Context: an optimization exercise on an open-source flow, tuned for small area. The choices shown serve that exercise and are no tape-out recipe. Only simulation tests tie the RTL to the original design; equivalence was not proved. Power and IR drop assume default switching activity.

**design/flow/design.v**
```verilog
module alu(
  input [15:0] a,
  input [15:0] b,
  input [15:0] s0,
  input [15:0] s1,
  input [5:0] sel,
  output [15:0] out
);
wire is_inc = sel[5:2] == 4'b0000;
wire is_sub = sel[5] & ~sel[4] & (sel[3] | sel[0]);
wire [15:0] p = is_inc ? {14'd0, sel[1:0]} : b;
wire [15:0] q = a ^ {16{is_sub}};
wire [15:0] sum;
wire co;
add16 add(.x(p), .y(q), .ci(is_sub), .s(sum), .co(co));
wire cf = ~co;
wire zf = sum == 16'd0;     
wire of = (b[15] & ~a[15] & ~sum[15]) | (~b[15] & a[15] & sum[15]);
wire lt = sum[15] ^ of;
wire left = sel[1];
wire fill = sel[0] & s1[15];
wire [15:0] sh;
shr16 shr(.x(s1), .left(left), .fill(fill), .n(s0), .y(sh));
wire [15:0] prod;
mul16 mul(.a(s1), .b(s0), .y(prod));
wire f_inc   = sel[5:2] == 4'b0000;
wire f_not   = sel == 6'b000100;
wire f_sign  = {sel[5:2], sel[0]} == 5'b00011;
wire f_exts  = sel == 6'b000110;
wire f_b     = sel[5:3] == 3'b001;
wire f_and   = sel == 6'b010000;
wire f_or    = sel == 6'b010001;
wire f_xor   = sel[5:1] == 5'b01001;
wire f_shr   = sel[5:1] == 5'b01010;
wire f_shl   = sel == 6'b010110;
wire f_add   = sel[5:1] == 5'b10000;
wire f_mul   = sel == 6'b100010;
wire f_cmp   = sel[5:3] == 3'b101;
wire f_addz  = sel[5:4] == 2'b11;
wire addz_a  = f_addz & (s0[0] ^ sel[0]);      
wire en_sum  = f_inc | f_add | (f_addz & ~addz_a);
wire [3:0] t = ({4{f_not}}  & 4'b0011)
             | ({4{f_sign | f_exts | addz_a}} & 4'b1100)
             | ({4{f_b}}    & 4'b1010)
             | ({4{f_and}}  & 4'b1000)
             | ({4{f_or}}   & 4'b1110)
             | ({4{f_xor}}  & 4'b0110);
wire [3:0] t15 = f_sign ? 4'b0011 : t;
wire [15:0] ax = {a[15:8] | {8{f_exts & a[7]}}, a[7:0]};
logic flag;
always @* begin
  case (sel[2:0])
    3'd0: flag = zf;
    3'd1: flag = ~zf;
    3'd2: flag = lt;
    3'd3: flag = lt | zf;
    3'd4: flag = cf;
    3'd5: flag = cf | zf;
    default: flag = 1'b0;
  endcase
end
wire [15:0] shl = rev16(sh);
wire [15:0] lut;
wire [15:0] lx;
genvar k;
generate
  for (k = 0; k < 16; k = k + 1) begin : outbit
    wire [3:0] tk = (k == 15) ? t15 : t;
    mux4_g lm(.d0(tk[0]), .d1(tk[1]), .d2(tk[2]), .d3(tk[3]), .s0(b[k]), .s1(ax[k]), .y(lut[k]));
    ao4_g om(.e1(en_sum), .d1(sum[k]), .e2(f_shr), .d2(sh[k]), .e3(f_shl), .d3(shl[k]),
             .e4(f_mul), .d4(prod[k]), .x(lx[k]), .y(out[k]));
  end
endgenerate
assign lx = {lut[15:1], lut[0] | (f_cmp & flag)};
function [15:0] rev16(input [15:0] x);
  integer k;
  begin
    for (k = 0; k < 16; k = k + 1)
      rev16[k] = x[15-k];
  end
endfunction
endmodule
module add16(
  input [15:0] x,
  input [15:0] y,
  input ci,
  output [15:0] s,
  output co
);
wire [8:0] c;
assign c[0] = ci;
genvar i;
generate
  for (i = 0; i < 8; i = i + 1) begin : lo
    fa fa(.a(x[i]), .b(y[i]), .c(c[i]), .s(s[i]), .co(c[i+1]));
  end
endgenerate
wire [8:0] c0;
wire [7:0] s0;
ha ha0(.a(x[8]), .b(y[8]), .s(s0[0]), .co(c0[1]));
wire [8:0] c1;
wire [7:0] s1;
xnor_g xs1(.a(x[8]), .b(y[8]), .y(s1[0]));
or_g oc1(.a(x[8]), .b(y[8]), .y(c1[1]));
generate
  for (i = 1; i < 8; i = i + 1) begin : hi
    fa fa0(.a(x[8+i]), .b(y[8+i]), .c(c0[i]), .s(s0[i]), .co(c0[i+1]));
    fa fa1(.a(x[8+i]), .b(y[8+i]), .c(c1[i]), .s(s1[i]), .co(c1[i+1]));
  end
endgenerate
assign s[15:8] = c[8] ? s1 : s0;
assign co = c[8] ? c1[8] : c0[8];
endmodule
module ha(input a, input b, output s, output co);
assign s = a ^ b;
assign co = a & b;
endmodule
module shr16(
  input [15:0] x,
  input left,
  input fill,
  input [15:0] n,
  output [15:0] y
);
wire [15:0] l0, l1, l2, l3, l4;    
genvar i;
generate
  for (i = 0; i < 16; i = i + 1) begin : st
    mux2i_g m0(.a(x[i]), .b(x[15-i]), .s(left), .y(l0[i]));
    mux2i_g m1(.a(l0[i]), .b(i + 1 < 16 ? l0[i+1] : ~fill), .s(n[0]), .y(l1[i]));
    mux2i_g m2(.a(l1[i]), .b(i + 2 < 16 ? l1[i+2] : fill), .s(n[1]), .y(l2[i]));
    mux2i_g m3(.a(l2[i]), .b(i + 4 < 16 ? l2[i+4] : ~fill), .s(n[2]), .y(l3[i]));
    mux2i_g m4(.a(l3[i]), .b(i + 8 < 16 ? l3[i+8] : fill), .s(n[3]), .y(l4[i]));
  end
endgenerate
assign y = (n[15:4] != 12'd0) ? {16{fill}} : ~l4;
endmodule
module mux4_g(input d0, input d1, input d2, input d3, input s0, input s1, output y);
assign y = s1 ? (s0 ? d3 : d2) : (s0 ? d1 : d0);
endmodule
module ao4_g(input e1, input d1, input e2, input d2, input e3, input d3,
             input e4, input d4, input x, output y);
assign y = (e1 & d1) | (e2 & d2) | (e3 & d3) | (e4 & d4) | x;
endmodule
module mux2i_g(input a, input b, input s, output y);
assign y = ~(s ? b : a);
endmodule
module sel3(input u, input d, input h, input a, input b, input c, output y);
assign y = (u & a) | (d & b) | (h & c);
endmodule
module rd1(input p0_n, input p0, input p1_sel, input p1, output y);
wire n1;
nand2_g g1(.a(p1_sel), .b(p1), .y(n1));
o21ai_g g2(.a1(p0_n), .a2(p0), .b1(n1), .y(y));
endmodule
module ao5(input e1, input d1, input e2, input d2, input e3, input d3,
           input e4, input d4, input e5, input d5, output y);
wire n1, n2;
a222oi_g g1(.a1(e1), .a2(d1), .b1(e2), .b2(d2), .c1(e3), .c2(d3), .y(n1));
a22oi_g g2(.a1(e4), .a2(d4), .b1(e5), .b2(d5), .y(n2));
nand2_g g3(.a(n1), .b(n2), .y(y));
endmodule
module ao4(input e1, input d1, input e2, input d2, input e3, input d3,
           input e4, input d4, output y);
assign y = (e1 & d1) | (e2 & d2) | (e3 & d3) | (e4 & d4);
endmodule
module nand2_g(input a, input b, output y);
assign y = ~(a & b);
endmodule
module o21ai_g(input a1, input a2, input b1, output y);
assign y = ~((a1 | a2) & b1);
endmodule
module a222oi_g(input a1, input a2, input b1, input b2, input c1, input c2, output y);
assign y = ~((a1 & a2) | (b1 & b2) | (c1 & c2));
endmodule
module a22oi_g(input a1, input a2, input b1, input b2, output y);
assign y = ~((a1 & a2) | (b1 & b2));
endmodule
module decoder(
  input [17:0] insn,
  output [15:0] imm,
  output [2:0] src_a,
  output [1:0] src_b,
  output [5:0] alu_sel,
  output wr_stk1,
  output pop,
  output push,
  output load_stk,
  output load_fp,
  output load_gp,
  output load_ip,
  output load_isr,
  output cpop,
  output cpush,
  output byt,
  output dmem_ren,
  output dmem_wen,
  output set_ien,
  output call,
  output pmem_wenh, pmem_wenl
);
logic sign, clear_ien;
logic [15:0] imm_mask;
assign imm_mask = calc_imm_mask(insn[17:14]);
assign imm = (insn[15:0] & imm_mask) | (sign ? {~imm_mask[15:10], 10'd0} : 16'd0);
assign {sign, src_a, src_b, alu_sel,
  load_stk, load_fp, load_gp, load_ip, load_isr,
  push, pop, cpush, cpop,
  wr_stk1, byt, dmem_ren, dmem_wen,
  set_ien, clear_ien, call, pmem_wenh, pmem_wenl} = decode(insn);
function [29:0] decode(input [17:0] insn);
  logic sign;
  logic [2:0] src_a;
  logic [1:0] pp;
  logic [4:0] load;
  sign = insn[11];
  src_a = {1'b0, insn[13:12]};
  pp = insn[7:6];
  load = src_a === 3'h3;
  decode = 30'd0;
  casex (insn)
    18'b11_xxxx_xxxx_xxxx_xxxx:  
      decode = {1'b0, 3'h0, 2'h1,  6'h0f,     18'b10000_1000_0000_00_000};
    18'b00_00xx_xxxx_xxxx_xxxx:  
      decode = {sign, 3'h3,   2'h1,  6'h20,   18'b00010_0010_0000_00_100};
    18'b00_0100_xxxx_xxxx_xxxx:  
      decode = {sign, 3'h3,   2'h1,  6'h20,   18'b00010_0000_0000_00_000};
    18'b00_0101_xxxx_xxxx_xxxx:  
      decode = {sign, src_a, 2'h1,  6'h20,   18'b01000_0000_0000_00_000};
    18'b00_0110_xxxx_xxxx_xxxx:  
      decode = {sign, 3'h3,   2'h1,  6'h30,  18'b00010_0100_0000_00_000};
    18'b00_1000_xxxx_xxxx_xxxx:  
      decode = {1'b0, src_a, 2'h1,  6'h0f,     18'b10000_1000_0110_00_000};
    18'b00_10xx_xxxx_xxxx_xxxx:  
      decode = {1'b0, src_a, 2'h1,  6'h20,   18'b10000_1000_0110_00_000};
    18'b00_1100_xxxx_xxxx_xxxx:  
      decode = {1'b0, src_a, 2'h1,  6'h0f,     18'b00000_0100_0101_00_000};
    18'b00_11xx_xxxx_xxxx_xxxx:  
      decode = {1'b0, src_a, 2'h1,  6'h20,   18'b00000_0100_0101_00_000};
    18'b01_0000_xxxx_xxxx_xxx0:  
      decode = {1'b0, src_a, 2'h1,  6'h0f,     18'b10000_1000_0010_00_000};
    18'b01_00xx_xxxx_xxxx_xxx0:  
      decode = {1'b0, src_a, 2'h1,  6'h20,   18'b10000_1000_0010_00_000};
    18'b01_0000_xxxx_xxxx_xxx1:  
      decode = {1'b0, src_a, 2'h1,  6'h0f,     18'b00000_0100_0001_00_000};
    18'b01_00xx_xxxx_xxxx_xxx1:  
      decode = {1'b0, src_a, 2'h1,  6'h20,   18'b00000_0100_0001_00_000};
    18'b01_01xx_xxxx_xxxx_xxxx:  
      decode = {1'b0, src_a, 2'h1,  6'h20,   18'b10000_1000_0000_00_000};
    18'b01_11xx_0xxx_xxxx_xxxx:  
      decode = {1'b0, 3'h0, 2'h0, insn[5:0],  18'b10000_0000_0000_00_000 | (pp << 11)};
    18'b01_11xx_1xxx_xx00_0x00:  
      decode = {1'b0, 3'h4, 2'h1,  6'h00,     18'b00010_0001_0000_00_000};
    18'b01_11xx_1xxx_xx00_0x01:  
      decode = {1'b0, 3'h0, 2'h1,  6'h00,     18'b00010_0110_0000_00_100};
    18'b01_11xx_1xxx_xx00_0x10:  
      decode = {1'b0, 3'h4, 2'h1,  6'h00,     18'b01000_0001_0000_00_000};
    18'b01_11xx_1xxx_xx00_0x11:  
      decode = {1'b0, 3'h1,   2'h1,  6'h00,     18'b00000_0010_0000_00_000};
    18'b01_11xx_1xxx_xx00_10x0:  
      decode = {1'b0, 3'h0, 2'h1,  6'h00,     18'b10000_0000_0010_00_000};
    18'b01_11xx_1xxx_xx00_1100:  
      decode = {1'b0, 3'h0, 2'h1,  6'h00,     18'b10000_0100_1001_00_000};
    18'b01_11xx_1xxx_xx00_1110:  
      decode = {1'b0, 3'h0, 2'h1,  6'h00,     18'b00000_0100_1001_00_000};
    18'b01_11xx_1xxx_xx00_10x1:  
      decode = {1'b0, 3'h0, 2'h1,  6'h00,     18'b10000_0000_0110_00_000};
    18'b01_11xx_1xxx_xx00_1101:  
      decode = {1'b0, 3'h0, 2'h1,  6'h00,     18'b10000_0100_1101_00_000};
    18'b01_11xx_1xxx_xx00_1111:  
      decode = {1'b0, 3'h0, 2'h1,  6'h00,     18'b00000_0100_1101_00_000};
    18'b01_11xx_1xxx_xxx1_xx0x:  
      decode = {1'b0, 3'h3,   2'h2,  6'h0f,     18'b00010_0010_0000_00_000};
    18'b01_11xx_1xxx_xxx1_xx1x:  
      decode = {1'b0, 3'h4, 2'h1,  6'h00,     18'b00010_0001_0000_10_000};
    18'b01_11xx_1xxx_xx1x_x000:  
      decode = {1'b0, 3'h0, 2'h1,  6'h00,     18'b01000_0100_0000_00_000};
    18'b01_11xx_1xxx_xx1x_x001:  
      decode = {1'b0, 3'h0, 2'h1,  6'h00,     18'b00100_0100_0000_00_000};
    18'b01_11xx_1xxx_xx1x_x010:  
      decode = {1'b0, 3'h0, 2'h1,  6'h00,     18'b00001_0100_0000_00_000};
    18'b01_11xx_1xxx_xx1x_x100:  
      decode = {1'b0, 3'h0, 2'h1,  6'h00,     18'b10000_0100_1000_00_010};
    18'b01_11xx_1xxx_xx1x_x101:  
      decode = {1'b0, 3'h0, 2'h1,  6'h00,     18'b10000_0100_1000_00_001};
  endcase
endfunction
function [15:0] calc_imm_mask(input [3:0] op);
begin
  casex (op)
    4'b11xx: calc_imm_mask = 16'hffff;  
    4'b0000: calc_imm_mask = 16'h3fff;  
    4'b0100: calc_imm_mask = 16'h0ffe;  
    default: calc_imm_mask = 16'h0fff;  
  endcase
end
endfunction
endmodule
module mul16(input [15:0] a, input [15:0] b, output [15:0] y);
wire p0_0 = ~(a[0] & b[0]);
wire p1_0 = ~(a[1] & b[0]);
wire p2_0 = ~(a[2] & b[0]);
wire p3_0 = ~(a[3] & b[0]);
wire p4_0 = ~(a[4] & b[0]);
wire p5_0 = ~(a[5] & b[0]);
wire p6_0 = ~(a[6] & b[0]);
wire p7_0 = ~(a[7] & b[0]);
wire p8_0 = ~(a[8] & b[0]);
wire p9_0 = ~(a[9] & b[0]);
wire p10_0 = ~(a[10] & b[0]);
wire p11_0 = ~(a[11] & b[0]);
wire p12_0 = ~(a[12] & b[0]);
wire p13_0 = ~(a[13] & b[0]);
wire p14_0 = ~(a[14] & b[0]);
wire p15_0 = ~(a[15] & b[0]);
wire p0_1 = ~(a[0] & b[1]);
wire p1_1 = ~(a[1] & b[1]);
wire p2_1 = ~(a[2] & b[1]);
wire p3_1 = ~(a[3] & b[1]);
wire p4_1 = ~(a[4] & b[1]);
wire p5_1 = ~(a[5] & b[1]);
wire p6_1 = ~(a[6] & b[1]);
wire p7_1 = ~(a[7] & b[1]);
wire p8_1 = ~(a[8] & b[1]);
wire p9_1 = ~(a[9] & b[1]);
wire p10_1 = ~(a[10] & b[1]);
wire p11_1 = ~(a[11] & b[1]);
wire p12_1 = ~(a[12] & b[1]);
wire p13_1 = ~(a[13] & b[1]);
wire p14_1 = ~(a[14] & b[1]);
wire p0_2 = ~(a[0] & b[2]);
wire p1_2 = ~(a[1] & b[2]);
wire p2_2 = ~(a[2] & b[2]);
wire p3_2 = ~(a[3] & b[2]);
wire p4_2 = ~(a[4] & b[2]);
wire p5_2 = ~(a[5] & b[2]);
wire p6_2 = ~(a[6] & b[2]);
wire p7_2 = ~(a[7] & b[2]);
wire p8_2 = ~(a[8] & b[2]);
wire p9_2 = ~(a[9] & b[2]);
wire p10_2 = ~(a[10] & b[2]);
wire p11_2 = ~(a[11] & b[2]);
wire p12_2 = ~(a[12] & b[2]);
wire p13_2 = ~(a[13] & b[2]);
wire p0_3 = ~(a[0] & b[3]);
wire p1_3 = ~(a[1] & b[3]);
wire p2_3 = ~(a[2] & b[3]);
wire p3_3 = ~(a[3] & b[3]);
wire p4_3 = ~(a[4] & b[3]);
wire p5_3 = ~(a[5] & b[3]);
wire p6_3 = ~(a[6] & b[3]);
wire p7_3 = ~(a[7] & b[3]);
wire p8_3 = ~(a[8] & b[3]);
wire p9_3 = ~(a[9] & b[3]);
wire p10_3 = ~(a[10] & b[3]);
wire p11_3 = ~(a[11] & b[3]);
wire p12_3 = ~(a[12] & b[3]);
wire p0_4 = ~(a[0] & b[4]);
wire p1_4 = ~(a[1] & b[4]);
wire p2_4 = ~(a[2] & b[4]);
wire p3_4 = ~(a[3] & b[4]);
wire p4_4 = ~(a[4] & b[4]);
wire p5_4 = ~(a[5] & b[4]);
wire p6_4 = ~(a[6] & b[4]);
wire p7_4 = ~(a[7] & b[4]);
wire p8_4 = ~(a[8] & b[4]);
wire p9_4 = ~(a[9] & b[4]);
wire p10_4 = ~(a[10] & b[4]);
wire p11_4 = ~(a[11] & b[4]);
wire p0_5 = ~(a[0] & b[5]);
wire p1_5 = ~(a[1] & b[5]);
wire p2_5 = ~(a[2] & b[5]);
wire p3_5 = ~(a[3] & b[5]);
wire p4_5 = ~(a[4] & b[5]);
wire p5_5 = ~(a[5] & b[5]);
wire p6_5 = ~(a[6] & b[5]);
wire p7_5 = ~(a[7] & b[5]);
wire p8_5 = ~(a[8] & b[5]);
wire p9_5 = ~(a[9] & b[5]);
wire p10_5 = ~(a[10] & b[5]);
wire p0_6 = ~(a[0] & b[6]);
wire p1_6 = ~(a[1] & b[6]);
wire p2_6 = ~(a[2] & b[6]);
wire p3_6 = ~(a[3] & b[6]);
wire p4_6 = ~(a[4] & b[6]);
wire p5_6 = ~(a[5] & b[6]);
wire p6_6 = ~(a[6] & b[6]);
wire p7_6 = ~(a[7] & b[6]);
wire p8_6 = ~(a[8] & b[6]);
wire p9_6 = ~(a[9] & b[6]);
wire p0_7 = ~(a[0] & b[7]);
wire p1_7 = ~(a[1] & b[7]);
wire p2_7 = ~(a[2] & b[7]);
wire p3_7 = ~(a[3] & b[7]);
wire p4_7 = ~(a[4] & b[7]);
wire p5_7 = ~(a[5] & b[7]);
wire p6_7 = ~(a[6] & b[7]);
wire p7_7 = ~(a[7] & b[7]);
wire p8_7 = ~(a[8] & b[7]);
wire p0_8 = ~(a[0] & b[8]);
wire p1_8 = ~(a[1] & b[8]);
wire p2_8 = ~(a[2] & b[8]);
wire p3_8 = ~(a[3] & b[8]);
wire p4_8 = ~(a[4] & b[8]);
wire p5_8 = ~(a[5] & b[8]);
wire p6_8 = ~(a[6] & b[8]);
wire p7_8 = ~(a[7] & b[8]);
wire p0_9 = ~(a[0] & b[9]);
wire p1_9 = ~(a[1] & b[9]);
wire p2_9 = ~(a[2] & b[9]);
wire p3_9 = ~(a[3] & b[9]);
wire p4_9 = ~(a[4] & b[9]);
wire p5_9 = ~(a[5] & b[9]);
wire p6_9 = ~(a[6] & b[9]);
wire p0_10 = ~(a[0] & b[10]);
wire p1_10 = ~(a[1] & b[10]);
wire p2_10 = ~(a[2] & b[10]);
wire p3_10 = ~(a[3] & b[10]);
wire p4_10 = ~(a[4] & b[10]);
wire p5_10 = ~(a[5] & b[10]);
wire p0_11 = ~(a[0] & b[11]);
wire p1_11 = ~(a[1] & b[11]);
wire p2_11 = ~(a[2] & b[11]);
wire p3_11 = ~(a[3] & b[11]);
wire p4_11 = ~(a[4] & b[11]);
wire p0_12 = ~(a[0] & b[12]);
wire p1_12 = ~(a[1] & b[12]);
wire p2_12 = ~(a[2] & b[12]);
wire p3_12 = ~(a[3] & b[12]);
wire p0_13 = ~(a[0] & b[13]);
wire p1_13 = ~(a[1] & b[13]);
wire p2_13 = ~(a[2] & b[13]);
wire p0_14 = ~(a[0] & b[14]);
wire p1_14 = ~(a[1] & b[14]);
wire p0_15 = ~(a[0] & b[15]);
wire s0, c0;
han ha0 (.a(p0_1), .b(p1_0), .s(s0), .co(c0));
wire s1, c1;
fa fa1 (.a(p0_2), .b(p1_1), .c(p2_0), .s(s1), .co(c1));
wire s2, c2;
han ha2 (.a(c0), .b(s1), .s(s2), .co(c2));
wire s3, c3;
fa fa3 (.a(p0_3), .b(p1_2), .c(p2_1), .s(s3), .co(c3));
wire s4, c4;
fa fa4 (.a(p3_0), .b(c1), .c(s3), .s(s4), .co(c4));
wire s5, c5;
han ha5 (.a(c2), .b(s4), .s(s5), .co(c5));
wire s6, c6;
fa fa6 (.a(p0_4), .b(p1_3), .c(p2_2), .s(s6), .co(c6));
wire s7, c7;
fa fa7 (.a(p3_1), .b(p4_0), .c(c3), .s(s7), .co(c7));
wire s8, c8;
fa fa8 (.a(s6), .b(c4), .c(s7), .s(s8), .co(c8));
wire s9, c9;
han ha9 (.a(c5), .b(s8), .s(s9), .co(c9));
wire s10, c10;
fa fa10 (.a(p0_5), .b(p1_4), .c(p2_3), .s(s10), .co(c10));
wire s11, c11;
fa fa11 (.a(p3_2), .b(p4_1), .c(p5_0), .s(s11), .co(c11));
wire s12, c12;
fa fa12 (.a(c6), .b(s10), .c(s11), .s(s12), .co(c12));
wire s13, c13;
fa fa13 (.a(c7), .b(s12), .c(c8), .s(s13), .co(c13));
wire s14, c14;
han ha14 (.a(c9), .b(s13), .s(s14), .co(c14));
wire s15, c15;
fa fa15 (.a(p0_6), .b(p1_5), .c(p2_4), .s(s15), .co(c15));
wire s16, c16;
fa fa16 (.a(p3_3), .b(p4_2), .c(p5_1), .s(s16), .co(c16));
wire s17, c17;
fa fa17 (.a(p6_0), .b(c10), .c(c11), .s(s17), .co(c17));
wire s18, c18;
fa fa18 (.a(s15), .b(s16), .c(c12), .s(s18), .co(c18));
wire s19, c19;
fa fa19 (.a(s17), .b(s18), .c(c13), .s(s19), .co(c19));
wire s20, c20;
han ha20 (.a(c14), .b(s19), .s(s20), .co(c20));
wire s21, c21;
fa fa21 (.a(p0_7), .b(p1_6), .c(p2_5), .s(s21), .co(c21));
wire s22, c22;
fa fa22 (.a(p3_4), .b(p4_3), .c(p5_2), .s(s22), .co(c22));
wire s23, c23;
fa fa23 (.a(p6_1), .b(p7_0), .c(c15), .s(s23), .co(c23));
wire s24, c24;
fa fa24 (.a(c16), .b(s21), .c(s22), .s(s24), .co(c24));
wire s25, c25;
fa fa25 (.a(c17), .b(s23), .c(s24), .s(s25), .co(c25));
wire s26, c26;
fa fa26 (.a(c18), .b(s25), .c(c19), .s(s26), .co(c26));
wire s27, c27;
han ha27 (.a(c20), .b(s26), .s(s27), .co(c27));
wire s28, c28;
fa fa28 (.a(p0_8), .b(p1_7), .c(p2_6), .s(s28), .co(c28));
wire s29, c29;
fa fa29 (.a(p3_5), .b(p4_4), .c(p5_3), .s(s29), .co(c29));
wire s30, c30;
fa fa30 (.a(p6_2), .b(p7_1), .c(p8_0), .s(s30), .co(c30));
wire s31, c31;
fa fa31 (.a(c21), .b(c22), .c(s28), .s(s31), .co(c31));
wire s32, c32;
fa fa32 (.a(s29), .b(s30), .c(c23), .s(s32), .co(c32));
wire s33, c33;
fa fa33 (.a(c24), .b(s31), .c(s32), .s(s33), .co(c33));
wire s34, c34;
fa fa34 (.a(c25), .b(s33), .c(c26), .s(s34), .co(c34));
wire s35, c35;
han ha35 (.a(c27), .b(s34), .s(s35), .co(c35));
wire s36, c36;
fa fa36 (.a(p0_9), .b(p1_8), .c(p2_7), .s(s36), .co(c36));
wire s37, c37;
fa fa37 (.a(p3_6), .b(p4_5), .c(p5_4), .s(s37), .co(c37));
wire s38, c38;
fa fa38 (.a(p6_3), .b(p7_2), .c(p8_1), .s(s38), .co(c38));
wire s39, c39;
fa fa39 (.a(p9_0), .b(c28), .c(c29), .s(s39), .co(c39));
wire s40, c40;
fa fa40 (.a(c30), .b(s36), .c(s37), .s(s40), .co(c40));
wire s41, c41;
fa fa41 (.a(s38), .b(c31), .c(s39), .s(s41), .co(c41));
wire s42, c42;
fa fa42 (.a(s40), .b(c32), .c(s41), .s(s42), .co(c42));
wire s43, c43;
fa fa43 (.a(c33), .b(s42), .c(c34), .s(s43), .co(c43));
wire s44, c44;
han ha44 (.a(c35), .b(s43), .s(s44), .co(c44));
wire s45, c45;
fa fa45 (.a(p0_10), .b(p10_0), .c(p1_9), .s(s45), .co(c45));
wire s46, c46;
fa fa46 (.a(p2_8), .b(p3_7), .c(p4_6), .s(s46), .co(c46));
wire s47, c47;
fa fa47 (.a(p5_5), .b(p6_4), .c(p7_3), .s(s47), .co(c47));
wire s48, c48;
fa fa48 (.a(p8_2), .b(p9_1), .c(c36), .s(s48), .co(c48));
wire s49, c49;
fa fa49 (.a(c37), .b(c38), .c(s45), .s(s49), .co(c49));
wire s50, c50;
fa fa50 (.a(s46), .b(s47), .c(c39), .s(s50), .co(c50));
wire s51, c51;
fa fa51 (.a(c40), .b(s48), .c(s49), .s(s51), .co(c51));
wire s52, c52;
fa fa52 (.a(c41), .b(s50), .c(s51), .s(s52), .co(c52));
wire s53, c53;
fa fa53 (.a(c42), .b(s52), .c(c43), .s(s53), .co(c53));
wire s54, c54;
han ha54 (.a(c44), .b(s53), .s(s54), .co(c54));
wire s55, c55;
fa fa55 (.a(p0_11), .b(p10_1), .c(p11_0), .s(s55), .co(c55));
wire s56, c56;
fa fa56 (.a(p1_10), .b(p2_9), .c(p3_8), .s(s56), .co(c56));
wire s57, c57;
fa fa57 (.a(p4_7), .b(p5_6), .c(p6_5), .s(s57), .co(c57));
wire s58, c58;
fa fa58 (.a(p7_4), .b(p8_3), .c(p9_2), .s(s58), .co(c58));
wire s59, c59;
fa fa59 (.a(c45), .b(c46), .c(c47), .s(s59), .co(c59));
wire s60, c60;
fa fa60 (.a(s55), .b(s56), .c(s57), .s(s60), .co(c60));
wire s61, c61;
fa fa61 (.a(s58), .b(c48), .c(c49), .s(s61), .co(c61));
wire s62, c62;
fa fa62 (.a(s59), .b(s60), .c(c50), .s(s62), .co(c62));
wire s63, c63;
fa fa63 (.a(c51), .b(s61), .c(s62), .s(s63), .co(c63));
wire s64, c64;
fa fa64 (.a(c52), .b(s63), .c(c53), .s(s64), .co(c64));
wire s65, c65;
han ha65 (.a(c54), .b(s64), .s(s65), .co(c65));
wire s66, c66;
fa fa66 (.a(p0_12), .b(p10_2), .c(p11_1), .s(s66), .co(c66));
wire s67, c67;
fa fa67 (.a(p12_0), .b(p1_11), .c(p2_10), .s(s67), .co(c67));
wire s68, c68;
fa fa68 (.a(p3_9), .b(p4_8), .c(p5_7), .s(s68), .co(c68));
wire s69, c69;
fa fa69 (.a(p6_6), .b(p7_5), .c(p8_4), .s(s69), .co(c69));
wire s70, c70;
fa fa70 (.a(p9_3), .b(c55), .c(c56), .s(s70), .co(c70));
wire s71, c71;
fa fa71 (.a(c57), .b(c58), .c(s66), .s(s71), .co(c71));
wire s72, c72;
fa fa72 (.a(s67), .b(s68), .c(s69), .s(s72), .co(c72));
wire s73, c73;
fa fa73 (.a(c59), .b(c60), .c(s70), .s(s73), .co(c73));
wire s74, c74;
fa fa74 (.a(s71), .b(s72), .c(c61), .s(s74), .co(c74));
wire s75, c75;
fa fa75 (.a(s73), .b(c62), .c(s74), .s(s75), .co(c75));
wire s76, c76;
fa fa76 (.a(c63), .b(s75), .c(c64), .s(s76), .co(c76));
wire s77, c77;
han ha77 (.a(c65), .b(s76), .s(s77), .co(c77));
wire s78, c78;
fa fa78 (.a(p0_13), .b(p10_3), .c(p11_2), .s(s78), .co(c78));
wire s79, c79;
fa fa79 (.a(p12_1), .b(p13_0), .c(p1_12), .s(s79), .co(c79));
wire s80, c80;
fa fa80 (.a(p2_11), .b(p3_10), .c(p4_9), .s(s80), .co(c80));
wire s81, c81;
fa fa81 (.a(p5_8), .b(p6_7), .c(p7_6), .s(s81), .co(c81));
wire s82, c82;
fa fa82 (.a(p8_5), .b(p9_4), .c(c66), .s(s82), .co(c82));
wire s83, c83;
fa fa83 (.a(c67), .b(c68), .c(c69), .s(s83), .co(c83));
wire s84, c84;
fa fa84 (.a(s78), .b(s79), .c(s80), .s(s84), .co(c84));
wire s85, c85;
fa fa85 (.a(s81), .b(c70), .c(c71), .s(s85), .co(c85));
wire s86, c86;
fa fa86 (.a(c72), .b(s82), .c(s83), .s(s86), .co(c86));
wire s87, c87;
fa fa87 (.a(s84), .b(c73), .c(s85), .s(s87), .co(c87));
wire s88, c88;
fa fa88 (.a(s86), .b(c74), .c(s87), .s(s88), .co(c88));
wire s89, c89;
fa fa89 (.a(c75), .b(s88), .c(c76), .s(s89), .co(c89));
wire s90, c90;
han ha90 (.a(c77), .b(s89), .s(s90), .co(c90));
wire s91, c91;
fa fa91 (.a(p0_14), .b(p10_4), .c(p11_3), .s(s91), .co(c91));
wire s92, c92;
fa fa92 (.a(p12_2), .b(p13_1), .c(p14_0), .s(s92), .co(c92));
wire s93, c93;
fa fa93 (.a(p1_13), .b(p2_12), .c(p3_11), .s(s93), .co(c93));
wire s94, c94;
fa fa94 (.a(p4_10), .b(p5_9), .c(p6_8), .s(s94), .co(c94));
wire s95, c95;
fa fa95 (.a(p7_7), .b(p8_6), .c(p9_5), .s(s95), .co(c95));
wire s96, c96;
fa fa96 (.a(c78), .b(c79), .c(c80), .s(s96), .co(c96));
wire s97, c97;
fa fa97 (.a(c81), .b(s91), .c(s92), .s(s97), .co(c97));
wire s98, c98;
fa fa98 (.a(s93), .b(s94), .c(s95), .s(s98), .co(c98));
wire s99, c99;
fa fa99 (.a(c82), .b(c83), .c(c84), .s(s99), .co(c99));
wire s100, c100;
fa fa100 (.a(s96), .b(s97), .c(s98), .s(s100), .co(c100));
wire s101, c101;
fa fa101 (.a(c85), .b(c86), .c(s99), .s(s101), .co(c101));
wire s102, c102;
fa fa102 (.a(s100), .b(c87), .c(s101), .s(s102), .co(c102));
wire s103, c103;
fa fa103 (.a(c88), .b(s102), .c(c89), .s(s103), .co(c103));
wire s104, c104;
han ha104 (.a(c90), .b(s103), .s(s104), .co(c104));
wire x105 = p0_15 ^ p10_5 ^ p11_4;
wire x106 = p12_3 ^ p13_2 ^ p14_1;
wire x107 = p15_0 ^ p1_14 ^ p2_13;
wire x108 = p3_12 ^ p4_11 ^ p5_10;
wire x109 = p6_9 ^ p7_8 ^ p8_7;
wire x110 = p9_6 ^ x105 ^ x106;
wire x111 = x107 ^ x108 ^ x109;
wire x112 = c91 ^ c92 ^ c93;
wire x113 = c94 ^ c95 ^ x110;
wire x114 = x111 ^ x112 ^ c96;
wire x115 = c97 ^ c98 ^ x113;
wire x116 = x114 ^ c99 ^ c100;
wire x117 = x115 ^ x116 ^ c101;
wire x118 = x117 ^ c102 ^ c103;
wire x119 = ~(c104 ^ x118);
assign y[0] = ~p0_0;
assign y[1] = ~s0;
assign y[2] = ~s2;
assign y[3] = ~s5;
assign y[4] = ~s9;
assign y[5] = ~s14;
assign y[6] = ~s20;
assign y[7] = ~s27;
assign y[8] = ~s35;
assign y[9] = ~s44;
assign y[10] = ~s54;
assign y[11] = ~s65;
assign y[12] = ~s77;
assign y[13] = ~s90;
assign y[14] = ~s104;
assign y[15] = ~x119;
endmodule
module fa(input a, input b, input c, output s, output co);
assign s = a ^ b ^ c;
assign co = (a & b) | (a & c) | (b & c);
endmodule
module han(input a, input b, output s, output co);
xnor_g xs(.a(a), .b(b), .y(s));
or_g oc(.a(a), .b(b), .y(co));
endmodule
module xnor_g(input a, input b, output y);
assign y = ~(a ^ b);
endmodule
module or_g(input a, input b, output y);
assign y = a | b;
endmodule
module cpu#(
  parameter CLOCK_HZ = 27_000_000
) (
  input  rst,
  input  clk,
  input  irq,
  output dmem_ren,
  output dmem_wen,
  output dmem_byt,
  output [14-1:0] dmem_addr,
  input  [15:0] dmem_rdata,
  output [15:0] dmem_wdata,
  output pmem_wenh, pmem_wenl,
  output [14-1:0] pmem_addr,
  input  [17:0] pmem_rdata,
  output [17:0] pmem_wdata
);
logic reg1, reg2;            
logic irq_pend, ien;
logic [17:0] insn;
logic [15:0] fp, gp, ip, isr;
logic addr_d0;               
wire ph_dec   = ~reg1 & ~reg2;
wire ph_exec  =  reg1 & ~reg2;
wire ph_rdmem =  reg1 &  reg2;
wire ph_fetch = ~reg1 &  reg2;
wire ph_half  = ~reg2;       
always @(posedge clk, posedge rst) begin
  if (rst) begin
    reg1 <= 1'b1;
    reg2 <= 1'b1;
  end else begin
    reg1 <= ~reg2;
    reg2 <= reg1;
  end
end
logic wr_stk1;
logic [15:0] imm;
logic [2:0] d_src_a;
logic [1:0] d_src_b;
logic [5:0] d_alu;
logic d_pop, d_push, d_stk, d_fp, d_gp, d_ip, d_isr, d_cpop, d_cpush, d_byt,
  d_ren, d_wen, d_set_ien, d_call, d_wenh, d_wenl;
decoder decoder(
  .insn(insn),
  .imm(imm),
  .src_a(d_src_a),
  .src_b(d_src_b),
  .alu_sel(d_alu),
  .wr_stk1(wr_stk1),
  .pop(d_pop),
  .push(d_push),
  .load_stk(d_stk),
  .load_fp(d_fp),
  .load_gp(d_gp),
  .load_ip(d_ip),
  .load_isr(d_isr),
  .cpop(d_cpop),
  .cpush(d_cpush),
  .byt(d_byt),
  .dmem_ren(d_ren),
  .dmem_wen(d_wen),
  .set_ien(d_set_ien),
  .call(d_call),
  .pmem_wenh(d_wenh),
  .pmem_wenl(d_wenl)
);
wire irq_masked = ien & irq;
wire np = ~irq_pend;
wire xp = np & ph_exec;      
wire stk_phase = d_ren ? ph_rdmem : ph_exec;
wire pop      = d_pop & xp;
wire push     = d_push & np & stk_phase;
wire load_stk = d_stk & np & stk_phase;
wire load_fp  = d_fp & xp;
wire load_gp  = d_gp & xp;
wire load_isr = d_isr & xp;
wire load_ip  = ((d_ip | irq_pend) & ph_exec) | (ph_fetch & ~irq_masked);
wire cpop     = d_cpop & xp;
wire cpush    = (d_cpush | irq_pend) & ph_dec;
wire set_ien  = d_set_ien & xp;
wire clear_ien = irq_pend & ph_exec;    
assign dmem_ren  = ph_rdmem & d_ren;
assign dmem_wen  = d_wen & xp;
assign dmem_byt  = d_byt & np;
assign pmem_wenh = d_wenh & xp;
assign pmem_wenl = d_wenl & xp;
logic [15:0] stack0, stack1, cstack0, alu_out;
logic [15:0] sp [0:15];
logic sa;
logic [3:0] sd;
logic snz;                   
wire s_rd0_n = ~(snz & ~sa);
wire s_rd1 = snz & sa;
rd1 s_rd[15:0] (.p0_n(s_rd0_n), .p0(sp[0]), .p1_sel(s_rd1), .p1(sp[1]), .y(stack1));
wire s_down = ~pop & (push | ~sa);
wire s0_mem  = load_stk & dmem_ren;
wire s0_hi   = s0_mem & dmem_byt & addr_d0;        
wire s0_lo   = s0_mem & ~(dmem_byt & addr_d0);     
wire s0_up   = s0_mem & ~dmem_byt;                 
wire s0_alu  = load_stk & ~dmem_ren;
wire s0_po   = ~load_stk & pop;
wire s0_h    = ~load_stk & ~pop & ~push;
wire [15:0] stack0_next;
ao5 s0_lo_sel[7:0] (.e1(s0_alu), .d1(alu_out[7:0]), .e2(s0_lo), .d2(dmem_rdata[7:0]),
  .e3(s0_hi), .d3(dmem_rdata[15:8]), .e4(s0_po), .d4(stack1[7:0]), .e5(s0_h), .d5(stack0[7:0]),
  .y(stack0_next[7:0]));
ao4 s0_hi_sel[15:8] (.e1(s0_alu), .d1(alu_out[15:8]), .e2(s0_up), .d2(dmem_rdata[15:8]),
  .e3(s0_po), .d3(stack1[15:8]), .e4(s0_h), .d4(stack0[15:8]), .y(stack0_next[15:8]));
always @(posedge clk, posedge rst) begin
  if (rst)
    stack0 <= 16'd0;
  else
    stack0 <= stack0_next;
end
always @(posedge clk, posedge rst) begin
  if (rst)
    sd <= 4'd0;
  else if (pop)
    sd <= (sd == 4'd0) ? 4'd0 : sd - 4'd1;
  else if (push)
    sd <= (sd == 4'd15) ? 4'd15 : sd + 4'd1;
end
always @(posedge clk, posedge rst) begin
  if (rst)
    snz <= 1'b0;
  else if (pop)
    snz <= sd[3:1] != 3'd0;
  else if (push)
    snz <= 1'b1;
end
always @(posedge clk, posedge rst) begin
  if (rst)
    sa <= 1'b0;
  else if (~push & ~pop)
    sa <= ~sa;
end
wire [15:0] sp_next [0:14];
genvar g, b;
generate
  for (g = 0; g < 15; g = g + 1) begin : sp_pos
    for (b = 0; b < 16; b = b + 1) begin : sp_bit
      mux2i_g m(.a(sp[g+1][b]), .b(g == 0 ? stack0[b] : sp[g-1][b]), .s(s_down), .y(sp_next[g][b]));
    end
  end
endgenerate
integer i;
always @(posedge clk) begin
  for (i = 0; i < 15; i = i + 1)
    sp[i] <= sp_next[i];
  sp[15] <= ~sp[14];
end
logic [15:0] cp [0:15];
logic ca;
logic [3:0] cd;
logic cnz;                   
wire [15:0] cstack1;
wire c_rd0_n = ~(cnz & ~ca);
wire c_rd1 = cnz & ca;
rd1 c_rd[15:0] (.p0_n(c_rd0_n), .p0(cp[0]), .p1_sel(c_rd1), .p1(cp[1]), .y(cstack1));
wire c_down = ~cpop & (cpush | ~ca);
wire c0_po = ~cpush & cpop;
wire c0_h  = ~cpush & ~cpop;
wire [15:0] cstack0_next;
sel3 c0_sel[15:0] (.u(cpush), .d(c0_po), .h(c0_h), .a(alu_out), .b(cstack1), .c(cstack0), .y(cstack0_next));
always @(posedge clk, posedge rst) begin
  if (rst)
    cstack0 <= 16'd0;
  else
    cstack0 <= cstack0_next;
end
always @(posedge clk, posedge rst) begin
  if (rst)
    cd <= 4'd0;
  else if (cpop)
    cd <= (cd == 4'd0) ? 4'd0 : cd - 4'd1;
  else if (cpush)
    cd <= (cd == 4'd15) ? 4'd15 : cd + 4'd1;
end
always @(posedge clk, posedge rst) begin
  if (rst)
    cnz <= 1'b0;
  else if (cpop)
    cnz <= cd[3:1] != 3'd0;
  else if (cpush)
    cnz <= 1'b1;
end
always @(posedge clk, posedge rst) begin
  if (rst)
    ca <= 1'b0;
  else if (~cpush & ~cpop)
    ca <= ~ca;
end
wire [15:0] cp_next [0:14];
generate
  for (g = 0; g < 15; g = g + 1) begin : cp_pos
    for (b = 0; b < 16; b = b + 1) begin : cp_bit
      mux2i_g m(.a(cp[g+1][b]), .b(g == 0 ? cstack0[b] : cp[g-1][b]), .s(c_down), .y(cp_next[g][b]));
    end
  end
endgenerate
always @(posedge clk) begin
  for (i = 0; i < 15; i = i + 1)
    cp[i] <= cp_next[i];
  cp[15] <= ~cp[14];
end
logic [15:0] src_a, src_b;
wire a_fp   = ph_half & np & (d_src_a == 3'h1);
wire a_gp   = ph_half & np & (d_src_a == 3'h2);
wire a_ip   = ~ph_half | (d_src_a == 3'h3) | irq_pend | (d_call & ph_dec);
wire a_cstk = ph_half & np & (d_src_a == 3'h4);
assign src_a = a_fp ? fp
             : a_gp ? gp
             : a_ip ? ip
             : a_cstk ? cstack0
             : stack0;
assign src_b = irq_pend ? isr
             : d_src_b == 2'h0 ? stack1
             : d_src_b == 2'h1 ? imm
             : isr;
wire [5:0] alu_sel = ph_exec ? (irq_pend ? 6'h0f : d_alu)
                   : ph_fetch ? 6'h01 : 6'h00;
alu alu(
  .a(src_a),
  .b(src_b),
  .s0(stack0),
  .s1(stack1),
  .sel(alu_sel),
  .out(alu_out)
);
assign dmem_addr = alu_out[14-1:0];
assign pmem_addr = alu_out[14-1:0];
wire [15:0] wdata_raw = wr_stk1 ? stack1 : stack0;
assign dmem_wdata = alu_out[0] ? {wdata_raw[7:0], 8'd0} : wdata_raw;
assign pmem_wdata = {wdata_raw[1:0], wdata_raw};
always @(posedge clk, posedge rst) begin
  if (rst)
    fp <= 16'h4000;
  else if (load_fp)
    fp <= alu_out;
end
always @(posedge clk, posedge rst) begin
  if (rst)
    gp <= 16'h0100;
  else if (load_gp)
    gp <= alu_out;
end
always @(posedge clk, posedge rst) begin
  if (rst)
    ip <= 16'h0;
  else if (load_ip)
    ip <= alu_out;
end
always @(posedge clk, posedge rst) begin
  if (rst)
    isr <= 16'd0;
  else if (load_isr)
    isr <= alu_out;
end
always @(posedge clk, posedge rst) begin
  if (rst)
    insn <= 18'd0;
  else if (ph_fetch)
    insn <= pmem_rdata;
end
always @(posedge clk)
  addr_d0 <= alu_out[0];
always @(posedge clk, posedge rst) begin
  if (rst)
    ien <= 1'b1;
  else if (set_ien)
    ien <= 1'b1;
  else if (clear_ien)
    ien <= 1'b0;
end
always @(posedge clk, posedge rst) begin
  if (rst)
    irq_pend <= 1'b0;
  else if (ph_fetch)
    irq_pend <= irq_masked;
end
endmodule
```
**design/flow/flow/run.sh**
```bash
#!/bin/bash
set -euo pipefail
bash standard.sh \
  "BUFFER_PORTS_ARGS=-buffer_cell sky130_fd_sc_hd__buf_1" \
  "CTS_ARGS=-sink_clustering_enable -repair_clock_nets -sink_clustering_size 20 -sink_clustering_max_diameter 60 -buf_list sky130_fd_sc_hd__clkbuf_8 -dont_use_dummy_load" \
  finish > flow.log 2>&1
```
**design/flow/standard.sh**
```bash
#!/bin/bash
# synth_recipe.tcl (not shown) runs the flow's synth.tcl, then flattens the netlist and writes it again
# the make line also repeats each setting of config.mk as NAME=value (left out here)
make -C /OpenROAD-flow-scripts/flow DESIGN_CONFIG=/design/flow/config.mk WORK_HOME=/design/flow/orfs CLKGATE_MAP_FILE= SYNTH_SCRIPT=/design/flow/synth_recipe.tcl "${@:-finish}"
```
**design/flow/config.mk**
```make
export PLATFORM = sky130hd
export DESIGN_NAME = cpu
export DESIGN_NICKNAME = cpu
export VERILOG_FILES = /design/flow/design.v
export SDC_FILE = /design/flow/constraint.sdc
export NUM_CORES = 4
export LEC_CHECK = 0
export CAP_MARGIN = 10
export CORE_MARGIN = 2
export CORE_UTILIZATION = 45
export CTS_BUF_LIST = sky130_fd_sc_hd__clkbuf_8
export CTS_CLUSTER_DIAMETER = 50
export CTS_CLUSTER_SIZE = 16
export SLEW_MARGIN = 10
export SYNTH_HIERARCHICAL = 1
```
**design/flow/constraint.sdc**
```tcl
create_clock -name core_clock -period 11.5 [get_ports {clk}]
set_input_delay 2.3000 -clock core_clock [delete_from_list [all_inputs] [get_ports {clk}]]
set_output_delay 2.3000 -clock core_clock [all_outputs]
set_load 0.01 [all_outputs]
```
==> run_results.csv, run 1 <==
group,metric,value,unit
critical_path,cp_data_required_time,9.20,ns
drt,drtAntennaViolNets,0,
yosys,synth_warnings,13,
power,ir_drop,193,uV
timing,slew-limit-headroom,18.0,%
critical_path,worst_setup_path_start_kind,"flop",
timing,tightest_slew,1.23,ns
placed_design,place_congestion,0.951,
clocking,cts_buffer_depth,3,
placed_design,hpwl,53300,um
timing,fin_crit_sh,96.4,%
timing,slew_violations,0,
floorplanning,core,0.0646,mm^2
yosys,netlist_instances,2561,
yosys,synth_area,0.0295,mm^2
drt,drt_wl_total,75300,um
global_route,met2_usage,36.4,%
global_route,grtUsageTotal,22.5,%
clocking,clock_sinks,643,
timing,final.setup.tns,0,ns
clocking,hold_buffers,0,
clocking,insertion_delay,0.69,ns
critical_path,cp_slowest_cell,"fa_1",
layout,final_layout_size_suffix_gt1_share,11.7,%
layout,fin_nets,2837,
drt,num_vias,19700,
drt,drc,0,
critical_path,cp_max_fo,26,
critical_path,path_class,"flop to primary output",
yosys,yosysSeqAreaShare,45.9,%
placed_design,port_buffers,103,
global_route,grtUsageMet1,30.4,%
global_route,antenna_found_initial,3,
drt,drtIter0Drc,1610,
global_route,grt_pass1_wl,118000,um
timing,min_period,11.08,ns
floorplanning,die_h,260,um
floorplanning,io_pins,104,
status,outcome,"timing/DRC/antenna clean",
clocking,path_clk_slew,0.11,ns
layout,final_util,49.0,%
layout,area_delta_synth_final,7.37,%
critical_path,cp_common_cell,"fa_1",
timing,whs,0.354,ns
floorplanning,row_count,93,
yosys,synth_edf_count,0,
power,power,9.08,mW
clocking,numCtsBuffers,50,
timing,hold_viol_final,0,
global_route,grt_max_degree,166,
drt,routed_via_density,5.56,
min_path,hp-class,"flop to flop",
floorplanning,dieArea,0.0676,mm^2
power,p_leak,14.1,nW
global_route,grt_pass1_vias,20200,
yosys,synth.distinct_cells,93,
critical_path,cpPeakStageDelay,0.45,ns
global_route,grt_overflow_total,0,
power,powerDensity,287,mW/mm^2
floorplanning,die_x,260,um
yosys,syn_avg_cell_area,11.5,um^2
yosys,async_flop_share,20.2,%
critical_path,worstPathArrival,8.78,ns
clocking,root_buffer,"clkbuf_8",
clocking,cts_max_level,2,
drt,drt-pass1-iter-count,6,
yosys,ys_seq_elements,643,
yosys,syn_nets,2718,
timing,setup_viol,0,
clocking,cts_tree,"built",
global_route,busiest_layer,"met2",
drt,avgRoutedWirePerCell,21.3,um
floorplanning,initial_core_util,45.6,%
timing,clock.fmax,90.2,MHz
yosys,synth_ff_type,"dfxtp_1",
timing,clock_skew,0.0934,ns
global_route,use_met3,3.72,%
job,drv_cap,0,
critical_path,end_kind,"primary output",
-- modules after synthesis, one instance, submodules excluded, a selection --
module / times used / cells
ao4: 8 / 3
add16: 1 / 10
alu: 1 / 107
or_g: 15 / 1
shr16: 1 / 25
ha: 1 / 1
sel3: 16 / 2
mul16: 1 / 196
-- per-stage QoR --
step           instances  setup WS, ns  area [um^2]
2_1_floorplan       2561         0.498        29500
3_3_place_gp        3479         0.782        30800
3_5_place_dp        3479         0.617        30800
4_1_cts             3529       0.00538        31500
5_1_grt             3534      -0.00952        31600
6_report            3536         0.419        31700
-- sequential cells by signal (all words and copies together) (netlist names) --
signal	cells
snz	1
irq_pend	1
cstack0	16
addr_d0	1
isr	16
insn	18
ien	1
gp	16
sp	256
sd	4
cp	256
fp	16
sa	1
cd	4
ip	16
stack0	16
cnz	1
reg2	1
reg1	1
ca	1
-- final timing paths --
check	endpoint	slack (ns)	startpoint	cells after the start
setup / recovery	dmem_wdata[10]	0.42	insn[17]	29
hold / removal	sp[1][8]	0.35	sp[2][8]	1
setup reg to reg	cstack0[15]	1.71	sa	25
hold reg to reg	sp[1][8]	0.35	sp[2][8]	1
max in group asynchronous	stack0[13]	8.18	rst	3
min in group asynchronous	isr[10]	1.76	rst	2
-- layout make-up --
class / count / area, um^2
fillers: 5906 / 32900
multi-input cells: 1717 / 15000
inverters: 90 / 340
flip-flops and latches: 643 / 13500
clock buffers: 50 / 688
repair buffers: 178 / 996
diodes: 3 / 7.51
well taps: 855 / 1070
-- kinds of logic (layout without fill, tap and decap cells) --
group	after synthesis	after routing	share of synthesized area [%]
AOI/OAI and AO/OA	287	287	7.20
xor gates and xnor gates	63	63	1.92
adders and majority gates	120	120	7.97
buffers and inverters	201	318	3.64
DFF	643	643	45.9
muxes	688	688	24.5
other	0	3	0
and+or+nand+nor	559	559	8.87
-- timing repair --
action                     in CTS  in global routing
setup endpoints to repair       8                 20
setup buffers                   0                  4
pin swaps                       0                  2
gates resized for setup         2                 17
-- cell usage after synthesis (16+ instances only) --
library cell,n,share of area [%]
xnor2_1,38,1.1
nand2_1,332,4.2
xor2_1,24,0.71
nor2b_1,20,0.42
mux2i_1,588,20
nor2_1,76,0.97
dfrtp_1,125,11
inv_1,89,1.1
a22oi_1,21,0.53
a21oi_1,44,0.75
o21ai_1,37,0.63
o21ai_0,34,0.58
mux4_2,16,1.2
mux2_2,73,2.8
buf_4,37,0.94
a222oi_1,40,1.4
fa_1,113,7.7
nand3_1,16,0.27
dfxtp_1,513,35
buf_2,20,0.34
clkbuf_1,33,0.42
o22ai_1,23,0.49
-- routing by layer --
metal	up-vias	part of all wire, %
met5	-	0.0093
met3	139	5.9
met4	2	3.3
met2	523	46
met1	9797	45
li1	9203	-
-- critical path: cells and delay by family (launching register included) --
| kind | cells | cell delay (ns) |
|---|---|---|
| adders and majority gates | 8 | 3.27 |
| and+or+nand+nor | 10 | 2.11 |
| AOI/OAI and AO/OA | 6 | 1.42 |
| buffers and inverters | 3 | 0.55 |
| DFF | 1 | 0.36 |
| muxes | 1 | 0.30 |
| xor gates and xnor gates | 1 | 0.16 |
-- power breakdown --
| group | total [mW] | internal [mW] | switching [mW] | leakage [nW] |
|---|---|---|---|---|
| logic | 4.42 | 1.87 | 2.55 | 7.75 |
| clock network | 1.07 | 0.387 | 0.681 | 0.360 |
| registers | 3.60 | 3.08 | 0.519 | 5.95 |
| total | 9.08 | 5.34 | 3.75 | 14.1 |
-- layout by cell type (no fill, tap or decap), drive strengths merged, types with 55 or more instances in the layout --
cell type | synthesis | routed
mux2i | 588 | 588
dfxtp | 513 | 513
nand2 | 332 | 332
buf | 73 | 178
dfrtp | 125 | 125
fa | 113 | 113
inv | 90 | 90
mux2 | 84 | 84
nor2 | 79 | 79
o21ai | 71 | 71
a21oi | 55 | 55
==> inputs of run 2 (changes only) <==
--- a/design/flow/design.v
+++ b/design/flow/design.v
@@ -108,8 +108,20 @@
     fa fa1(.a(x[8+i]), .b(y[8+i]), .c(c1[i]), .s(s1[i]), .co(c1[i+1]));
   end
 endgenerate
-assign s[15:8] = c[8] ? s1 : s0;
-assign co = c[8] ? c1[8] : c0[8];
+wire c8_n = ~c[8];
+wire [8:0] hs0 = {c0[8], s0};
+wire [8:0] hs1 = {c1[8], s1};
+wire [8:0] n1, n0, hs;
+genvar j;
+generate
+  for (j = 0; j < 9; j = j + 1) begin : pick
+    nand2_g g1(.a(c[8]), .b(hs1[j]), .y(n1[j]));
+    nand2_g g0(.a(c8_n), .b(hs0[j]), .y(n0[j]));
+    nand2_g g2(.a(n1[j]), .b(n0[j]), .y(hs[j]));
+  end
+endgenerate
+assign s[15:8] = hs[7:0];
+assign co = hs[8];
 endmodule
 module ha(input a, input b, output s, output co);
 assign s = a ^ b;
@@ -133,7 +145,9 @@
     mux2i_g m4(.a(l3[i]), .b(i + 8 < 16 ? l3[i+8] : fill), .s(n[3]), .y(l4[i]));
   end
 endgenerate
-assign y = (n[15:4] != 12'd0) ? {16{fill}} : ~l4;
+wire big = n[15:4] != 12'd0;
+wire nbf = ~(big & fill);
+o21ai_g ov[15:0] (.a1(big), .a2(l4), .b1(nbf), .y(y));
 endmodule
 module mux4_g(input d0, input d1, input d2, input d3, input s0, input s1, output y);
 assign y = s1 ? (s0 ? d3 : d2) : (s0 ? d1 : d0);
==> run_results.csv, run 2 <==
group,metric,value,unit
yosys,synth_edf_count,0,
critical_path,cpPeakStageDelay,0.52,ns
critical_path,reg2reg_setup_slack,1.37,ns
critical_path,cp_common_cell,"fa_1",
clocking,insertion_delay,0.72,ns
clocking,numCtsBuffers,49,
timing,slew_violations,0,
critical_path,cp_data_required_time,9.20,ns
yosys,ys_top_cells_by_count,"587 x mux2i_1, 513 x dfxtp_1, 359 x nand2_1, 125 x dfrtp_1, 113 x fa_1",
drt,drc,0,
layout,layout_common_cells,"587 x mux2i_1, 513 x dfxtp_1, 358 x nand2_1",
timing,tightest_slew,1.30,ns
drt,num_vias,19700,
floorplanning,core,0.0645,mm^2
yosys,netlist_instances,2576,
timing,worst_slack,0.398,ns
clocking,cts_buffer_depth,3,
power,p_leak,14.0,nW
layout,mostFrequentLayoutCell,"mux2i_1",
drt,drtAntennaViolNets,0,
clocking,clock_sinks,643,
global_route,grt_pass1_wl,118000,um
placed_design,place_ws,0.387,ns
critical_path,cp_slowest_cell,"dfrtp_2",
min_path,min-delay-start,"sp[14][10]",
floorplanning,io_pins,104,
critical_path,worst_setup_path_start_kind,"flop",
drt,drt-pass1-iter-count,7,
yosys,synth_area,0.0294,mm^2
power,ir_drop,229,uV
clocking,root_buffer,"clkbuf_8",
floorplanning,row_count,93,
placed_design,dp.cells,3493,
layout,reg.largest.list,"cp: 256 flops, sp: 256 flops, insn: 18 flops",
placed_design,place_congestion,0.909,
timing,clock.fmax,90.1,MHz
min_path,hp-class,"flop to flop",
critical_path,end_kind,"primary output",
drt,avgRoutedWirePerCell,21.6,um
layout,area_delta_synth_final,7.57,%
critical_path,r2r-start,"sa",
timing,slew-limit-headroom,13.0,%
timing,clock_skew,0.126,ns
layout,final_layout_size_suffix_gt1_share,11.0,%
timing,min_period,11.10,ns
global_route,grtUsageTotal,22.6,%
floorplanning,dieArea,0.0673,mm^2
yosys,yosysSeqAreaShare,46.1,%
yosys,synth_ff_type,"dfxtp_1",
yosys,ys_seq_elements,643,
layout,fin_nets,2852,
critical_path,worstPathArrival,8.80,ns
min_path,holdPathEnd,"sp[15][10]",
placed_design,port_buffers,103,
placed_design,hpwl,54500,um
drt,routed_via_density,5.56,
layout,fin_cells,3550,
yosys,synthMostInstantiatedCell,"mux2i_1",
yosys,yosysTopAreaCell,"dfxtp_1",
yosys,synth_warnings,13,
critical_path,ff2ff_path_depth,27,
critical_path,r2r-end,"isr[15]",
power,powerDensity,284,mW/mm^2
clocking,path_clk_slew,0.11,ns
power,power,8.96,mW
clocking,hold_buffers,0,
timing,fin_crit_sh,96.5,%
floorplanning,initial_core_util,45.5,%
critical_path,cp_max_fo,15,
yosys,synthTopCellsByArea,"dfxtp_1 35%, mux2i_1 20%, dfrtp_1 11%",
global_route,grt_pass1_vias,20100,
global_route,grt_max_degree,167,
job,drv_cap,0,
critical_path,path_class,"flop to primary output",
status,outcome,"timing/DRC/antenna clean",
yosys,synth.distinct_cells,92,
global_route,grt_overflow_total,0,
yosys,syn_avg_cell_area,11.4,um^2
drt,drtIter0Drc,1454,
yosys,async_flop_share,20.2,%
yosys,syn_nets,2733,
floorplanning,die_h,259,um
timing,setup_viol,0,
clocking,cts_tree,"built",
yosys,synth_top_cell_area_share,35.0,%
min_path,holdPathStages,1,
clocking,cts_max_level,2,
timing,hold_viol_final,0,
floorplanning,die_x,259,um
drt,drt_wl_total,76600,um
global_route,antenna_found_initial,4,
==> run 2: changes by cell type after synthesis, sizes merged, moves of 4 or more <==
cell | previous run | this run
o21ai | 71 | 87
a21oi | 55 | 40
mux2 | 84 | 75
nand2 | 332 | 359
buf | 73 | 69
==> run 2: report_power, final <==
| part | switching, mW | internal, mW |
|---|---|---|
| clock network | 0.688 | 0.380 |
| logic | 2.51 | 1.79 |
| registers | 0.515 | 3.07 |
| total | 3.71 | 5.25 |
==> run 2: worst max-delay path, delay by kind of cell (launching register included) <==
kind	cells	cell delay (ns)
fa+ha+maj	7	2.93
flops	1	0.52
simple gates	10	1.68
xor+xnor	1	0.17
compound gates	7	1.83
buf+inv	5	1.04
==> run 2: kinds of logic after synthesis <==
| logic type | after synthesis | synth area share (%) |
|---|---|---|
| XOR/XNOR | 63 | 1.93 |
| flip-flops | 643 | 46.1 |
| buffers and inverters | 198 | 3.48 |
| adder cells (fa/ha/maj) | 120 | 8.00 |
| AND/OR/NAND/NOR | 586 | 9.25 |
| multiplexers | 678 | 24.1 |
| AO/OA/AOI/OAI | 288 | 7.13 |
==> run 2: how the worst max path moves through the flow <==
stage | startpoint | end | slack, ns | depth (start not counted)
2_1_floorplan | insn[15] | cp[0][0] | 0.50 | 9
3_3_place_gp | insn[16] | dmem_wdata[8] | 0.62 | 29
3_5_place_dp | insn[16] | dmem_wdata[10] | 0.39 | 29
4_1_cts | insn[17] | dmem_wdata[10] | 0.02 | 29
5_1_grt | insn[13] | dmem_wdata[12] | -0.01 | 30
6_report | insn[16] | dmem_wdata[12] | 0.40 | 30
==> run 2: cell type report <==
type,instances,area [um^2]
diodes,2,5.00
multi-input cells,1735,15000
clock buffers,49,674
well taps,855,1070
fillers,5891,32900
flip-flops and latches,643,13500
inverters,91,350
repair buffers,175,990
==> run 2: through the flow <==
stage	TNS [ns]	hold slack, ns	util, %	cell area, um^2
after global routing	-0.0576	0.331	49.0	31600
after floorplan	0	0.352	-	29400
after CTS	0	0.329	48.8	31400
after global placement	0	0.358	47.7	30800
after detailed placement	0	0.362	47.7	30800
final	0	0.323	49.0	31600
==> run 2: repair_timing <==
item / CTS / global route
setup endpoints to repair: 18 / 18
gates cloned: 0 / 1
pin swaps: 0 / 5
setup buffers: 0 / 5
gates resized for setup: 3 / 19
==> run 2: modules after synthesis (local to each module, per instance), a selection <==
| module | cell area [um^2] | cells |
|---|---|---|
| ao4_g | 18.8 | 3 |
| shr16 | 55.1 | 6 |
| a222oi_g | 10.0 | 1 |
| xnor_g | 8.76 | 1 |
| sel3 | 13.8 | 2 |
| or_g | 6.26 | 1 |
| ao4 | 18.8 | 3 |
| mux2i_g | 10.0 | 1 |
| o21ai_g | 5.00 | 1 |
| a22oi_g | 12.5 | 1 |
| cpu | 16900 | 1161 |
| mux4_g | 22.5 | 1 |
| ha | 12.5 | 1 |
| decoder | 903 | 150 |
==> run 2: per-layer routing <==
metal  part of all wire (%)  track usage (%)
met1                     45             30.7
met2                     46             36.8
met3                    5.5             4.07
met4                    3.2             6.91
met5                  0.055                0
==> inputs of run 3 (changes only) <==
==> design/flow/flow/run.sh (replaced) <==
#!/bin/bash
set -euo pipefail
bash standard.sh \
  "BUFFER_PORTS_ARGS=-buffer_cell sky130_fd_sc_hd__buf_1" \
  "CTS_ARGS=-sink_clustering_enable -repair_clock_nets -sink_clustering_size 18 -sink_clustering_max_diameter 55 -buf_list sky130_fd_sc_hd__clkbuf_8 -dont_use_dummy_load" \
  finish > flow.log 2>&1
--- a/design/flow/config.mk
+++ b/design/flow/config.mk
@@ -7,7 +7,7 @@
 export LEC_CHECK = 0
 export CAP_MARGIN = 10
 export CORE_MARGIN = 2
-export CORE_UTILIZATION = 45
+export CORE_UTILIZATION = 50
 export CTS_BUF_LIST = sky130_fd_sc_hd__clkbuf_8
 export CTS_CLUSTER_DIAMETER = 50
 export CTS_CLUSTER_SIZE = 16
==> run_results.csv, run 3 <==
group,metric,value,unit
status,outcome,"timing/DRC/antenna clean",
yosys,synth_warnings,13,
layout,fin_cells,3462,
clocking,numCtsBuffers,52,
power,powerDensity,283,mW/mm^2
clocking,cts_tree,"built",
timing,rsz0062_at_grt,"false",
yosys,synth_ff_type,"dfxtp_1",
timing,tightest_slew,1.22,ns
drt,drtIter0Drc,1295,
job,drv_cap,0,
placed_design,port_buffers,103,
drt,drc,0,
power,p_leak,14.1,nW
power,p_clk_share,12.0,%
timing,final.setup.tns,0,ns
layout,layout_common_cells,"587 x mux2i_1, 513 x dfxtp_1, 359 x nand2_1",
floorplanning,die_h,246,um
timing,fin_crit_sh,95.7,%
yosys,ys_top_cells_by_count,"587 x mux2i_1, 513 x dfxtp_1, 359 x nand2_1, 125 x dfrtp_1, 113 x fa_1",
min_path,hp-class,"flop to flop",
drt,drtAntennaViolNets,0,
timing,clock_skew,0.107,ns
floorplanning,dieArea,0.0607,mm^2
clocking,path_clk_slew,0.09,ns
global_route,grtUsageTotal,24.4,%
floorplanning,row_count,88,
critical_path,cpPeakStageDelay,0.45,ns
yosys,synthMostInstantiatedCell,"mux2i_1",
critical_path,crit_family,"adder cells",
drt,routed_via_density,5.68,
timing,clock.fmax,90.8,MHz
power,seqPwrFrac,40.3,%
layout,fin_nets,2854,
floorplanning,initial_core_util,50.7,%
global_route,grt_overflow_total,0,
layout,reg.largest.list,"cp: 256 flops, sp: 256 flops, insn: 18 flops",
placed_design,place_congestion,0.912,
timing,hold_viol_final,0,
critical_path,worst_setup_path_start_kind,"flop",
yosys,synth.distinct_cells,92,
yosys,syn_avg_cell_area,11.4,um^2
timing,slew-limit-headroom,18.5,%
yosys,async_flop_share,20.2,%
critical_path,cp_common_cell,"fa_1",
drt,drt-pass1-iter-count,6,
global_route,antenna_found_initial,2,
layout,area_delta_synth_final,7.10,%
global_route,grt_pass1_vias,19900,
clocking,root_buffer,"clkbuf_8",
drt,avgRoutedWirePerCell,21.2,um
layout,final_layout_size_suffix_gt1_share,10.6,%
timing,min_period,11.01,ns
clocking,cts_max_level,2,
yosys,synth_edf_count,0,
power,swShare,41.0,%
drt,num_vias,19700,
power,power_switching,3.65,mW
layout,final_util,54.3,%
yosys,syn_nets,2733,
power,pwr-share-comb,47.6,%
placed_design,hpwl,51900,um
yosys,synthTopCellsByArea,"dfxtp_1 35%, mux2i_1 20%, dfrtp_1 11%",
power,internal_power,5.24,mW
yosys,ys_seq_elements,643,
power,ir_drop,247,uV
critical_path,cp_max_fo,33,
critical_path,path_class,"flop to primary output",
layout,mostFrequentLayoutCell,"mux2i_1",
placed_design,dp.cells,3406,
critical_path,path_buf_inv,4,
critical_path,cp_slowest_cell,"fa_1",
yosys,synth_top_cell_area_share,35.0,%
yosys,netlist_instances,2576,
floorplanning,die_x,246,um
drt,drt_wl_total,73300,um
yosys,yosysTopAreaCell,"dfxtp_1",
timing,setup_viol,0,
floorplanning,core,0.0579,mm^2
clocking,insertion_delay,0.70,ns
yosys,synth_area,0.0294,mm^2
yosys,yosysSeqAreaShare,46.1,%
critical_path,end_kind,"primary output",
floorplanning,io_pins,104,
global_route,grt_pass1_wl,114000,um
timing,worst_slack,0.491,ns
global_route,grt_max_degree,168,
clocking,cts_buffer_depth,3,
critical_path,cp_data_required_time,9.20,ns
clocking,clock_sinks,643,
placed_design,place_ws,0.442,ns
timing,slew_violations,0,
critical_path,worstPathArrival,8.71,ns
[run 3: cell counts after synthesis]
No cell type changed its count.
[run 3: kinds of logic (layout without fill, tap and decap cells)]
kind of cell	after synthesis	after routing	synth area share (%)
muxes	678	678	24.1
DFF	643	643	46.1
and+or+nand+nor	586	586	9.25
AOI/OAI and AO/OA	288	288	7.13
buffers and inverters	198	317	3.48
adders and majority gates	120	120	8.00
xor gates and xnor gates	63	63	1.93
other	0	2	0
[run 3: final cells by class]
| type | count | area (um^2) |
|---|---|---|
| clock buffer | 52 | 716 |
| multi-input combinational | 1735 | 14900 |
| inverter | 91 | 344 |
| fill | 5146 | 26500 |
| sequential | 643 | 13500 |
| antenna | 2 | 5.00 |
| timing repair buffer | 174 | 961 |
| tap | 765 | 957 |
[run 3: power groups by stage]
stage / logic [mW] / registers, mW / clock network [mW]
2_1_floorplan: 3.53 / 3.51 / 0
3_3_place_gp: 4.14 / 3.61 / 0
3_5_place_dp: 4.21 / 3.64 / 0
4_1_cts: 4.23 / 3.59 / 1.13
5_1_grt: 4.63 / 3.70 / 1.21
6_report: 4.23 / 3.58 / 1.07
[run 3: metrics by stage]
stage                     hold WS, ns  instance area (um^2)  power [mW]
after detailed placement        0.361                 30700        7.86
after global routing            0.385                 31400        9.54
after global placement          0.358                 30700        7.75
after CTS                       0.387                 31400        8.96
final                           0.382                 31400        8.89
after floorplan                 0.352                 29400        7.04
[run 3: metal layers]
layer / global-route usage (%) / wire length, um / vias to the layer above
met4: 9.94 / 2730 / 2
met3: 4.44 / 4450 / 149
li1: - / - / 9248
met2: 39.1 / 33900 / 538
met5: 0 / 13 / -
met1: 32.6 / 32200 / 9728
[run 3: Yosys stat by module, one instance, submodules excluded, excerpt]
module    cells  times used  flops+latches
cpu        1161           1            643
mul16       196           1              0
decoder     150           1              0
fa            1         113              0
ao4_g         3          16              0
sel3          2          16              0
a222oi_g      1           8              0
mux2i_g       1         560              0
xnor_g        1          15              0
add16         1           1              0
nand2_g       1          67              0
[run 3: what timing repair did]
action                                  CTS  global route
setup buffers                             0             2
endpoints found under the setup margin   18            18
gates resized for setup                   3             6
hold buffers                              0             0
pin swaps                                 0             1
[run 3: worst paths after layout]
path / depth (start not counted) / endpoint / startpoint / slack (ns)
max reg2reg: 28 / cstack0[15] / sa / 1.66
max: 31 / dmem_wdata[8] / insn[15] / 0.49
max in group asynchronous: 3 / stack0[3] / rst / 8.19
min reg2reg: 1 / cp[15][5] / cp[14][5] / 0.38
min: 1 / cp[15][5] / cp[14][5] / 0.38
min in group asynchronous: 2 / cstack0[13] / rst / 1.73

separate check: timing with driven ports:
The flow's constraints put no driver on any port. The routed layouts listed below were extracted and timed again, unchanged, in two steps. Step 1, drivers: a clkbuf_16 drives clk and a buf_2 each remaining input, both assumed. Step 2 also shifts input and output timing later by t, the mid clock arrival at the registers, as if the neighbouring blocks saw the same clock. Slacks: ideal / step 1 / step 2; pairs: ideal / step 1.
run | t (ns) | slack for setup (ns) | clock arrival spread, ns | worst slew at a driven data input, ns | pins driven straight from the clock port
run 1 | 0.708 | 0.419 / 0.354 / 1.061 | 0.093 / 0.093 | 0.11 | 1
run 2 | 0.724 | 0.398 / 0.332 / 1.055 | 0.127 / 0.127 | 0.12 | 1
run 3 | 0.700 | 0.491 / 0.433 / 1.133 | 0.107 / 0.107 | 0.04 | 1
After both steps every run listed still meets setup and hold.
